Context: an optimization exercise on an open-source flow, tuned for small area and a short achievable clock period. The choices shown serve that exercise and are no tape-out recipe.
Power and IR drop assume default switching activity.

## tanh9slices
module tanh9slices (
    input wire clk,
    input wire rst_n,
    input wire signed [15:0] x0_in,
    input wire signed [15:0] x1_in,
    input wire valid_in,
    output wire signed [15:0] y0_out,
    output wire signed [15:0] y1_out,
    output reg valid_out
);
Settings: LEC_CHECK=0, CAP_MARGIN=20, CORE_MARGIN=2, CORE_UTILIZATION=40, SLEW_MARGIN=20; clock period 8.0 ns.
standard.sh (not shown) runs the stock make flow with config.mk's settings and CLKGATE_MAP_FILE= SYNTH_SCRIPT=/design/flow/synth_recipe.tcl, a recipe that flattens the netlist after the stock synthesis.
==> flow/flow/run.sh <==
#!/bin/bash
set -euo pipefail
mapfile -t KNOBS < <(grep -v '^\s*$' flow/knobs.txt)
bash standard.sh "${KNOBS[@]}" "PRE_GLOBAL_PLACE_TCL=$PWD/flow/ports.tcl" finish > flow_make.log 2>&1
==> flow/flow/knobs.txt <==
SETUP_SLACK_MARGIN=5.4
CTS_ARGS=-sink_clustering_enable -repair_clock_nets -buf_list sky130_fd_sc_hd__clkbuf_8 -dont_use_dummy_load
BUFFER_PORTS_ARGS=-inputs -buffer_cell sky130_fd_sc_hd__buf_1
==> flow/flow/ports.tcl <==
# Buffer the output ports (ORFS's buffer_ports call then buffers the inputs).
buffer_ports -outputs -buffer_cell sky130_fd_sc_hd__buf_2
Rerun with:
--- a/flow/design.v
+++ b/flow/design.v
@@ -79,13 +79,13 @@
     wire p50 = (gB & u[7]) | (gA & ~u[7]) | (gD & u[9]);
     wire gs51 = gB | s1_sat;
     wire p52 = gs41 | (gs51 & s) | (gD2 & u[10]) | (gA & u[3]);
     wire p53 = (gB & u[4]) | (gC & u[5]) | (gD & u[7]) | (gA & ~u[8]) | (gE & u[9]);
     wire p54 = (gD1 & u[10]) | (gB & u[6]);
     wire p55 = (gB & u[8]);
-    wire gs56 = gA | gB | s1_sat;
+    wire gs56 = ~(gC | gD | gE);
     wire p57 = gC | (gs56 & ~s) | (gE & u[10]) | (gD & u[8]);
     wire p58 = (gD1 & s) | (gA & u[4]) | (gB & u[5]) | (gC & u[6]);
     wire p59 = (gB & u[7]) | (gA & ~u[9]);
     wire p60 = (gB & u[9]);
     wire gs61 = gA | s1_sat | gD2;
     wire p62 = (gB & s) | (gs61 & ~s) | (gC & u[7]) | (gD1 & u[9]);
@@ -95,13 +95,13 @@
     wire gs66 = gC | gD;
     wire gs67 = gE | s1_sat;
     wire p68 = gB | (gs66 & s) | (gs67 & ~s) | (gA & u[6]);
     wire p69 = (gD & u[10]) | (gB & u[7]) | (gC & u[8]);
     wire p70 = (gB & u[9]);
     wire gs71 = gB | gD2;
-    wire gs72 = gA | gE | s1_sat;
+    wire gs72 = ~(gB | gC | gD);
     wire p73 = gs71 | (gC & s) | (gs72 & ~s);
     wire p74 = (gB & u[10]) | (gA & u[7]) | (gC & u[9]);
     wire p75 = (gB & u[8]);
     wire gs76 = gA | gE | s1_sat | gD1;
     wire p77 = gD2 | (gs46 & s) | (gs76 & ~s);
     wire p78 = (gC & u[10]) | (gA & u[8]) | (gB & u[9]);
@@ -172,19 +172,19 @@
     wire c143 = (p77 & p78) | (p77 & c109) | (p78 & c109);
     wire s144 = p80 ^ p81;
     wire c145 = p80 & p81;
     wire s146 = p82 ^ p83;
     wire [21:0] ra = {c145, c143, c141, c139, c137, c135, c133, c131, c129, c127, c125, c123, c121, c119, c117, c115, c113, c111, p9, p5, p4, p1};
     wire [21:0] rb = {s146, s144, s142, s140, s138, s136, s134, s132, s130, s128, s126, s124, s122, s120, s118, s116, s114, s112, s110, 1'b0, 1'b0, p2};
-    wire [7:0] lo = {1'b0, ra[6:0]} + {1'b0, rb[6:0]};
+    wire [6:0] lo = {1'b0, ra[5:0]} + {1'b0, rb[5:0]};
     reg        s2_s, s2_c;
-    reg [21:7] s2_a, s2_b;
+    reg [21:6] s2_a, s2_b;
     always @(posedge clk) begin
-        s2_s <= s; s2_c <= lo[7]; s2_a <= ra[21:7]; s2_b <= rb[21:7];
-    end
-    wire [21:7] sum = s2_a + s2_b + {14'd0, s2_c};
+        s2_s <= s; s2_c <= lo[6]; s2_a <= ra[21:6]; s2_b <= rb[21:6];
+    end
+    wire [21:6] sum = s2_a + s2_b + {15'd0, s2_c};
     wire [10:0] r = sum[21:11];
     reg        s3_s;
     reg [10:0] s3_y;
     always @(posedge clk) begin
         s3_s <= s2_s;
         s3_y <= r;
Result: Final cell count decreases by 1.4%. Synthesized area decreases by 2.6%. Final area decreases by about 2%. Synthesized cell count decreases by 2.4%. Routed wire length decreases by about 4.7%. Non-clock buffer count is unchanged. Sequential cell count increases by 4. Via count decreases by about 2.6%. Worst setup slack is better by 15 ps. Power decreases by 1.6%. Sequential share of layout area increases by 1.5 points. Clock skew barely changes. Maximum frequency increases by 0.58%.
No functional check of the RTL was part of any run of this note.

-- afterwards: timing with drivers on the ports --
How much do the figures lean on ideal ports? The routed layouts below were timed once more, with nothing changed but the port constraints.
Step 1: set_driving_cell puts a clkbuf_16 on clk and a buf_2 on each other input, an assumption about the parent block.
Step 2 moves the port delays by t, midway between the first and last clock arrival at a register: inputs arrive t later, outputs are due t later. That takes back most of the time a late clock gives input paths.
a / b / c = ideal ports / drivers / drivers and shift; a / b = the first two.
run	t (ns)	setup slack, ns	worst data-port slew with drivers (ns)	pins driven straight from the clock port
the first run	0.473	5.463 / 5.424 / 5.167	0.03	1
the second run	0.465	5.478 / 5.442 / 5.296	0.03	1
After both steps setup and hold are still met in every run listed. For the first run, which loses most, drivers alone change the setup slack by -0.039 ns; drivers and shift together by -0.296 ns.
